This is an optimization exercise on Yosys and OpenROAD, whose aim is small area, not a production implementation. Where RTL was checked, it was by simulation tests only, not by an equivalence proof against the original. No activity file was given, so power comes from the tool's default toggle rates.

Setup of run A:
Design DE2_115_Project_Top, start of the top module:
module DE2_115_Project_Top (
    input  wire        CLOCK_50,
    input  wire        RST,       
    input  wire [3:0]  KEY,       
    input  wire [17:0] SW,
    output wire [7:0]  LCD_DATA,
    output wire        LCD_RS,
    output wire        LCD_RW,
    output wire        LCD_EN,
    output wire        LCD_ON,
    output wire        LCD_BLON
);
export LEC_CHECK = 0
export CAP_MARGIN = 20
export CORE_MARGIN = 2
export CORE_UTILIZATION = 60
export CTS_BUF_LIST = sky130_fd_sc_hd__clkbuf_16
export CTS_CLUSTER_DIAMETER = 60
export CTS_CLUSTER_SIZE = 24
export SLEW_MARGIN = 20
create_clock -name core_clock -period 20.0 [get_ports {CLOCK_50}]
standard.sh (not shown) runs the stock make flow with config.mk's settings and CLKGATE_MAP_FILE= SYNTH_SCRIPT=/design/flow/synth_recipe.tcl, a recipe that flattens the netlist after the stock synthesis.
==> flow/flow/run.sh <==
#!/bin/bash
# Own layout flow: the standard flow, except that the combinational logic
# of the standard synthesis is re-mapped for area (registers untouched), the
# ports are buffered with the smallest buffer, and the clock tree settings
# come from config.mk. Each tool's output goes to its own log file here.
set -euo pipefail
R=orfs/results/${FLOW_PLATFORM}/DE2_115_Project_Top/base

# 1. the standard synthesis
bash standard.sh synth > 1_synth_standard.log 2>&1

# 2. re-map the combinational logic for area
cp $R/1_2_yosys.v 1_2_yosys_std.v
yosys -c flow/remap.tcl > 1_remap_yosys.log 2>&1
cp 1_2_yosys_remap.v $R/1_2_yosys.v
rm -f $R/1_synth.odb

# 3. the rest of the standard flow
bash standard.sh finish "BUFFER_PORTS_ARGS=-buffer_cell sky130_fd_sc_hd__buf_1" > 2_layout_standard.log 2>&1
Other scripts of this flow, unchanged in this note and not shown: flow/flow/abc_area.script, flow/flow/dont_use.txt, flow/flow/remap.tcl
[inputs] run B vs run A
- a change of CTS_CLUSTER_SIZE from 24 to 18
- a change of CTS_BUF_LIST from sky130_fd_sc_hd__clkbuf_16 to sky130_fd_sc_hd__clkbuf_8
- a change of CTS_CLUSTER_DIAMETER from 60 to 55
==> run notes <==
| worst max-slew margin expressed relative to the limit | run B vs run A | ≈ equal |. Run B — total CTS buffers 5 higher, run A as reference. Delta (run B minus run A): clock group share of total power decreased by 5.4 points relative to the old numbers; fmax increased by 1.7% relative to the old numbers. Between run B and run A, sequential share of cell area is higher for run B, run A comes in under that. Cmp run B and run A / share of the cycle needed by the critical path after routing / lower: run B. Reported for run B and run A, buffers inserted during post-CTS setup optimization turned out identical to the last digit. Run B: no failed stages, no open violations at the end. Total power: run B below run A.
Input-level comparison between run C and run B:
- changing CORE_UTILIZATION from 60 to 70
- changing CTS_CLUSTER_DIAMETER from 55 to 50
## What came out
Run C went all the way through synthesis, placement and routing and the layout is clean on timing, DRC and antenna. Iteration count of the initial detailed-routing pass, run B and run C: higher on run C. In the flow results for run B and run C, the clock period minus worst slack is smaller on run C. Final area, run B and run C: higher on run B.

Setup of red:
DE2_115_Project_Top, a different RTL version from the one above (not shown whole).
Size in the first run: about 37 I/O pins, ~9800 um^2 of cells after synthesis.
// DE2_115_Project_Top
module DE2_115_Project_Top (
    input  wire        CLOCK_50,
    input  wire        RST,       
    input  wire [3:0]  KEY,       
    input  wire [17:0] SW,
    output wire [7:0]  LCD_DATA,
    output wire        LCD_RS,
    output wire        LCD_RW,
    output wire        LCD_EN,
    output wire        LCD_ON,
    output wire        LCD_BLON
);
    assign LCD_ON   = 1'b1;
    assign LCD_BLON = 1'b1;
    assign LCD_RW   = 1'b0;
    wire clk = CLOCK_50;
    reg kp_last, ks_last;
    always @(posedge clk) begin
        kp_last <= ~KEY[0];
        ks_last <= ~KEY[1];
    end
    wire power_rel = kp_last & KEY[0];
    wire send_rel  = ks_last & KEY[1];
    wire        start;           
    wire        booting;
    wire [4:0]  cp;
    wire        m_splash, m_blank;
    wire        digit_wr;
    wire [7:0]  chr;
    reg  [2:0]  op_l;
    reg  [3:0]  rd_l;
    reg  [3:0]  rs_l;         
    reg  [6:0]  im_l;         
    always @(posedge clk) begin
        if (start) begin
            op_l <= SW[17:15];
            rd_l <= SW[14:11];
            rs_l <= SW[10:7];
            im_l <= SW[6:0];
        end
        if (RST) op_l <= 3'd0;
    end
    wire        sign_q;
    wire [3:0]  cntd;
    lcd_seq u_seq (
        .clk(clk), .rst(RST), .power_rel(power_rel), .send_rel(send_rel),
        .chr(chr), .op_clear(op_l == 3'd6),
        .start(start), .booting(booting), .cp(cp), .m_splash(m_splash), .m_blank(m_blank),
        .digit_wr(digit_wr),
        .lcd_data(LCD_DATA), .lcd_rs(LCD_RS), .lcd_en(LCD_EN)
    );
    lcd_chargen u_cg (
        .cp(cp), .op(op_l), .rd(rd_l), .sign_q(sign_q), .cntd(cntd),
        .m_splash(m_splash), .m_blank(m_blank), .chr(chr)
    );
    serial_cpu u_cpu (
        .clk(clk), .rst(RST), .start(start), .clr(booting || op_l == 3'd6),
        .op(op_l), .rd(rd_l), .ra(rs_l), .im(im_l), .cp(cp), .digit_wr(digit_wr),
        .sign_q(sign_q), .cntd(cntd)
    );
endmodule
export LEC_CHECK = 0
export CAP_MARGIN = 20
export CORE_MARGIN = 2
export CORE_UTILIZATION = 60
export CTS_BUF_LIST = sky130_fd_sc_hd__clkbuf_8
export CTS_CLUSTER_DIAMETER = 50
export CTS_CLUSTER_SIZE = 17
export SLEW_MARGIN = 20
create_clock -name core_clock -period 20.0 [get_ports {CLOCK_50}]
==> flow/flow/run.sh <==
#!/bin/bash
# Own layout flow: the standard flow, except that the combinational logic
# of the standard synthesis is re-mapped for area (registers untouched), the
# ports are buffered with the smallest buffer, and the clock tree settings
# come from config.mk. Each tool's output goes to its own log file here.
set -euo pipefail
R=orfs/results/${FLOW_PLATFORM}/DE2_115_Project_Top/base

# 1. the standard synthesis
bash standard.sh synth > 1_synth_standard.log 2>&1

# 2. re-map the combinational logic for area
cp $R/1_2_yosys.v 1_2_yosys_std.v
yosys -c flow/remap.tcl > 1_remap_yosys.log 2>&1
cp 1_2_yosys_remap.v $R/1_2_yosys.v
rm -f $R/1_synth.odb

# 3. the rest of the standard flow
bash standard.sh finish "BUFFER_PORTS_ARGS=-buffer_cell sky130_fd_sc_hd__buf_1" \
  "CTS_ARGS=-sink_clustering_enable -repair_clock_nets -buf_list sky130_fd_sc_hd__clkbuf_8 -sink_clustering_size 17 -sink_clustering_max_diameter 50 -dont_use_dummy_load" > 2_layout_standard.log 2>&1
Other scripts of this flow, unchanged in this note and not shown: flow/flow/abc_area.script, flow/flow/dont_use.txt, flow/flow/remap.tcl
red ended with every stage complete and zero timing, DRC or antenna violations.
The following lists how blue was set up differently from red:
-- flow/flow/run.sh --
<<< red, line 18
# 3. the rest of the standard flow
bash standard.sh finish "BUFFER_PORTS_ARGS=-buffer_cell sky130_fd_sc_hd__buf_1" \
  "CTS_ARGS=-sink_clustering_enable -repair_clock_nets -buf_list sky130_fd_sc_hd__clkbuf_8 -sink_clustering_size 17 -sink_clustering_max_diameter 50 -dont_use_dummy_load" > 2_layout_standard.log 2>&1
>>> blue, line 18
# 3. the rest of the standard flow
bash standard.sh finish "BUFFER_PORTS_ARGS=-buffer_cell sky130_fd_sc_hd__buf_1" > 2_layout_standard.log 2>&1
[summary]
- blue closes out successfully: all stages finished, all timing, DRC and antenna checks passed.
- Core utilization for blue: 0.68 points up relative to red
- Combinational share of power down 0.4 points in blue wrt red
- In terms of number of logic stages on the critical path including buffering, red and blue differ only marginally.
- Going from red to blue, via count of the first global-routing pass grows by 1.4%.
- On total vias in the final route, blue and red are basically level.
- Between red and blue, the layout buffering overhead excluding clock cells figures differ only marginally.
- Sort blue and red by setup slack desc -> top: blue
- Compared with red, blue shows a lower final clock period utilization by the worst path.

DE2_115_Project_Top, a different RTL version from the one above (not shown whole).
Size: roughly 790 cells after synthesis, about 37 I/O pins.
Settings: LEC_CHECK=0, CAP_MARGIN=20, CORE_MARGIN=2, CORE_UTILIZATION=60, CTS_BUF_LIST=sky130_fd_sc_hd__clkbuf_8, CTS_CLUSTER_DIAMETER=50, CTS_CLUSTER_SIZE=17, SLEW_MARGIN=20; clock period 20.0 ns.
==> flow/flow/run.sh <==
#!/bin/bash
# Own layout flow: the standard flow, except that the combinational logic
# of the standard synthesis is re-mapped for area (registers untouched), the
# ports are buffered with the smallest buffer, and the clock tree uses
# clkbuf_8 clusters of at most 17 sinks without dummy loads.
# Each tool's output goes to its own log file here.
set -euo pipefail
R=orfs/results/${FLOW_PLATFORM}/DE2_115_Project_Top/base

# 1. the standard synthesis
bash standard.sh synth > 1_synth_standard.log 2>&1

# 2. re-map the combinational logic for area
cp $R/1_2_yosys.v 1_2_yosys_std.v
yosys -c flow/remap.tcl > 1_remap_yosys.log 2>&1
cp 1_2_yosys_remap.v $R/1_2_yosys.v
rm -f $R/1_synth.odb

# 3. the rest of the standard flow
bash standard.sh finish "BUFFER_PORTS_ARGS=-buffer_cell sky130_fd_sc_hd__buf_1" \
  "CTS_ARGS=-sink_clustering_enable -repair_clock_nets -buf_list sky130_fd_sc_hd__clkbuf_8 -sink_clustering_size 17 -sink_clustering_max_diameter 50 -dont_use_dummy_load" > 2_layout_standard.log 2>&1
==> flow/flow/abc_area.script <==
strash
&get -n
&deepsyn -T 120
&put
dch -f
amap
topo
Other scripts of this flow, unchanged in this note and not shown: flow/flow/dont_use.txt, flow/flow/remap.tcl
The baseline passed the timing, DRC and antenna checks.
Then changed:
==> flow/flow/abc_area.script (replaced) <==
strash
&get -n
&deepsyn -T 30
&put
dch -f
map -a
topo
After rerunning:
- final area is higher by 1.6%
- fmax drops by 1.7%
- count of clock-buffer cells in the layout goes down by 1
- utilization goes up by 0.32 points
- area after synthesis is higher by 1.7%
- register-to-register slack improved by 530 ps
Then changed:
==> flow/flow/abc_area.script (replaced) <==
strash
dc2
resub -K 8
dch -f
map -a
topo
Utilization fell by 0.20 points.
Non-clock buffer count is unchanged.
Design area rose by a few percent.
Combinational power rose by well over a third.
Sequential cell count is unchanged.
First-iteration DRC count rose by well over a third.
Count of clock-buffer cells in the layout rose by 2.
Global-route usage rose by 0.95 points.
Then changed:
--- a/flow/flow/run.sh
+++ b/flow/flow/run.sh
@@ -5 +5 @@
-# clkbuf_8 clusters of at most 17 sinks without dummy loads.
+# clkbuf_8 clusters of at most 18 sinks without dummy loads.
@@ -21 +21 @@
-  "CTS_ARGS=-sink_clustering_enable -repair_clock_nets -buf_list sky130_fd_sc_hd__clkbuf_8 -sink_clustering_size 17 -sink_clustering_max_diameter 50 -dont_use_dummy_load" > 2_layout_standard.log 2>&1
+  "CTS_ARGS=-sink_clustering_enable -repair_clock_nets -buf_list sky130_fd_sc_hd__clkbuf_8 -sink_clustering_size 18 -sink_clustering_max_diameter 55 -dont_use_dummy_load" > 2_layout_standard.log 2>&1
==> flow/flow/abc_area.script (replaced) <==
strash
&get -n
&deepsyn -T 300
&put
dch -f
amap
topo
--- a/flow/config.mk
+++ b/flow/config.mk
@@ -12,2 +12,2 @@
-export CTS_CLUSTER_DIAMETER = 50
-export CTS_CLUSTER_SIZE = 17
+export CTS_CLUSTER_DIAMETER = 55
+export CTS_CLUSTER_SIZE = 18
Non-clock buffer count shrinks by 1. Clock-buffer cell count shrinks by 3. Utilization shrinks by 0.54 points. Power shrinks by a little under a tenth. Wire length shrinks by roughly a tenth. Hold slack improves by 5.4 ps. Final area shrinks by a few percent. Sequential power grows slightly.

DE2_115_Project_Top, a different RTL version from the one above (not shown whole).
Size in the first run: about 37 I/O pins, ~11,000 um2 of cells after synthesis.
==> flow/design.v (excerpt) <==
module DE2_115_Project_Top (
    input  wire        CLOCK_50,
    input  wire        RST,       
    input  wire [3:0]  KEY,       
    input  wire [17:0] SW,
    output wire [7:0]  LCD_DATA,
    output wire        LCD_RS,
    output wire        LCD_RW,
    output wire        LCD_EN,
    output wire        LCD_ON,
    output wire        LCD_BLON
);
clock: 20.0 ns
lec_check: 0
cap_margin: 20
core_margin: 2
core_utilization: 40
slew_margin: 20
run.sh (not shown) runs the stock make flow with config.mk's settings and CLKGATE_MAP_FILE= SYNTH_SCRIPT=/design/flow/synth_recipe.tcl, a recipe that flattens the netlist after the stock synthesis.
Stock flow here: none of the scripts above is used.
The baseline passed the timing, DRC and antenna checks.
Next try:
ABC_AREA = 1   (was unset)
CORE_UTILIZATION = 60   (was 40)
CTS_BUF_LIST = sky130_fd_sc_hd__clkbuf_4 sky130_fd_sc_hd__clkbuf_8   (was unset)
CTS_CLUSTER_SIZE = 30   (was unset)
The new run finished with timing, DRC and antenna clean.
Setup slack improved by 0.36 ns.
Routed wire length grows by 4.7%.
Clock-buffer cell count grows by 30.
Total power went up by 8.0%.
Core utilization goes up by 24 points.
Final area drops by 1.8%.
Sequential power went up by about 1%.
Via count increases by 6.6%.
No functional check of the RTL was part of any run of this note.

Setup of the previous run:
DE2_115_Project_Top, a different RTL version from the one above (not shown whole).
For scale: about 900 cells after synthesis, ~350 flip-flops, roughly 0.011 mm² of cells after synthesis.
export LEC_CHECK = 0
export CAP_MARGIN = 20
export CORE_MARGIN = 2
export CORE_UTILIZATION = 60
export CTS_BUF_LIST = sky130_fd_sc_hd__clkbuf_8
export CTS_CLUSTER_DIAMETER = 60
export CTS_CLUSTER_SIZE = 20
export SLEW_MARGIN = 20
create_clock -name core_clock -period 20.0 [get_ports {CLOCK_50}]
The previous run completed every stage of the flow, and the final layout passed the timing, DRC and antenna checks.
diff inputs: the previous run => the current run
Settings: CTS_CLUSTER_DIAMETER: 60 -> 80; CTS_CLUSTER_SIZE: 20 -> 30; CTS_BUF_LIST: sky130_fd_sc_hd__clkbuf_8 -> sky130_fd_sc_hd__clkbuf_16.
[summary]
- The previous run has a lower detail-routed net length per standard cell than the current run.
- Going from the previous run to the current run, final worst-path cycle share shrank by 0.31 points; maximum clock frequency grew by 0.98%; combinational group share of total power fell by 0.2 points; area growth from synthesis to layout rose by 1.0 points.

static timing again, ports no longer ideal:
The results above use ideal ports. As a check the final layouts listed here were re-extracted and re-timed, cells and wires unchanged. Step 1: set_driving_cell puts a clkbuf_16 on CLOCK_50 and a buf_2 on each other input, an assumption about the parent block. Step 2 also shifts input and output timing later by t, the mid clock arrival at the registers, as if the neighbouring blocks saw the same clock. a / b / c = no drivers / after step 1 / after step 2; a / b = the first two.
| run | shift t [ns] | setup WS [ns] | worst setup path at the end | clock arrival spread, ns |
|---|---|---|---|---|
| run A | 0.575 | 13.856 / 13.879 / 13.303 | input to register | 0.025 / 0.025 |
| run B | 0.609 | 13.957 / 13.974 / 13.366 | input to register | 0.023 / 0.023 |
| run C | 0.603 | 14.072 / 14.088 / 13.485 | input to register | 0.025 / 0.025 |
| red | 0.554 | 13.672 / 13.689 / 13.134 | input to register | 0.093 / 0.093 |
| blue | 0.605 | 13.793 / 13.811 / 13.205 | input to register | 0.033 / 0.033 |
| the first run of note 3 | 0.570 | 13.082 / 13.099 / 12.529 | input to register | 0.080 / 0.079 |
| the second run of note 3 | 0.560 | 12.965 / 12.979 / 12.419 | input to register | 0.079 / 0.080 |
| the third run of note 3 | 0.570 | 13.100 / 13.110 / 12.540 | input to register | 0.066 / 0.066 |
| the fourth run of note 3 | 0.564 | 13.211 / 13.228 / 12.664 | input to register | 0.082 / 0.082 |
| the first run of note 4 | 0.548 | 13.632 / 13.587 / 13.211 | input to register | 0.022 / 0.022 |
| the second run of note 4 | 0.607 | 13.988 / 13.950 / 13.848 | input to register | 0.021 / 0.021 |
| the previous run | 0.580 | 13.693 / 13.652 / 13.464 | input to register | 0.022 / 0.022 |
| the current run | 0.528 | 13.754 / 13.708 / 13.478 | input to register | 0.030 / 0.031 |
After both steps setup and hold are still met in every run listed. For run B, which loses most, drivers alone change the setup slack by +0.017 ns; drivers and shift together by -0.591 ns.
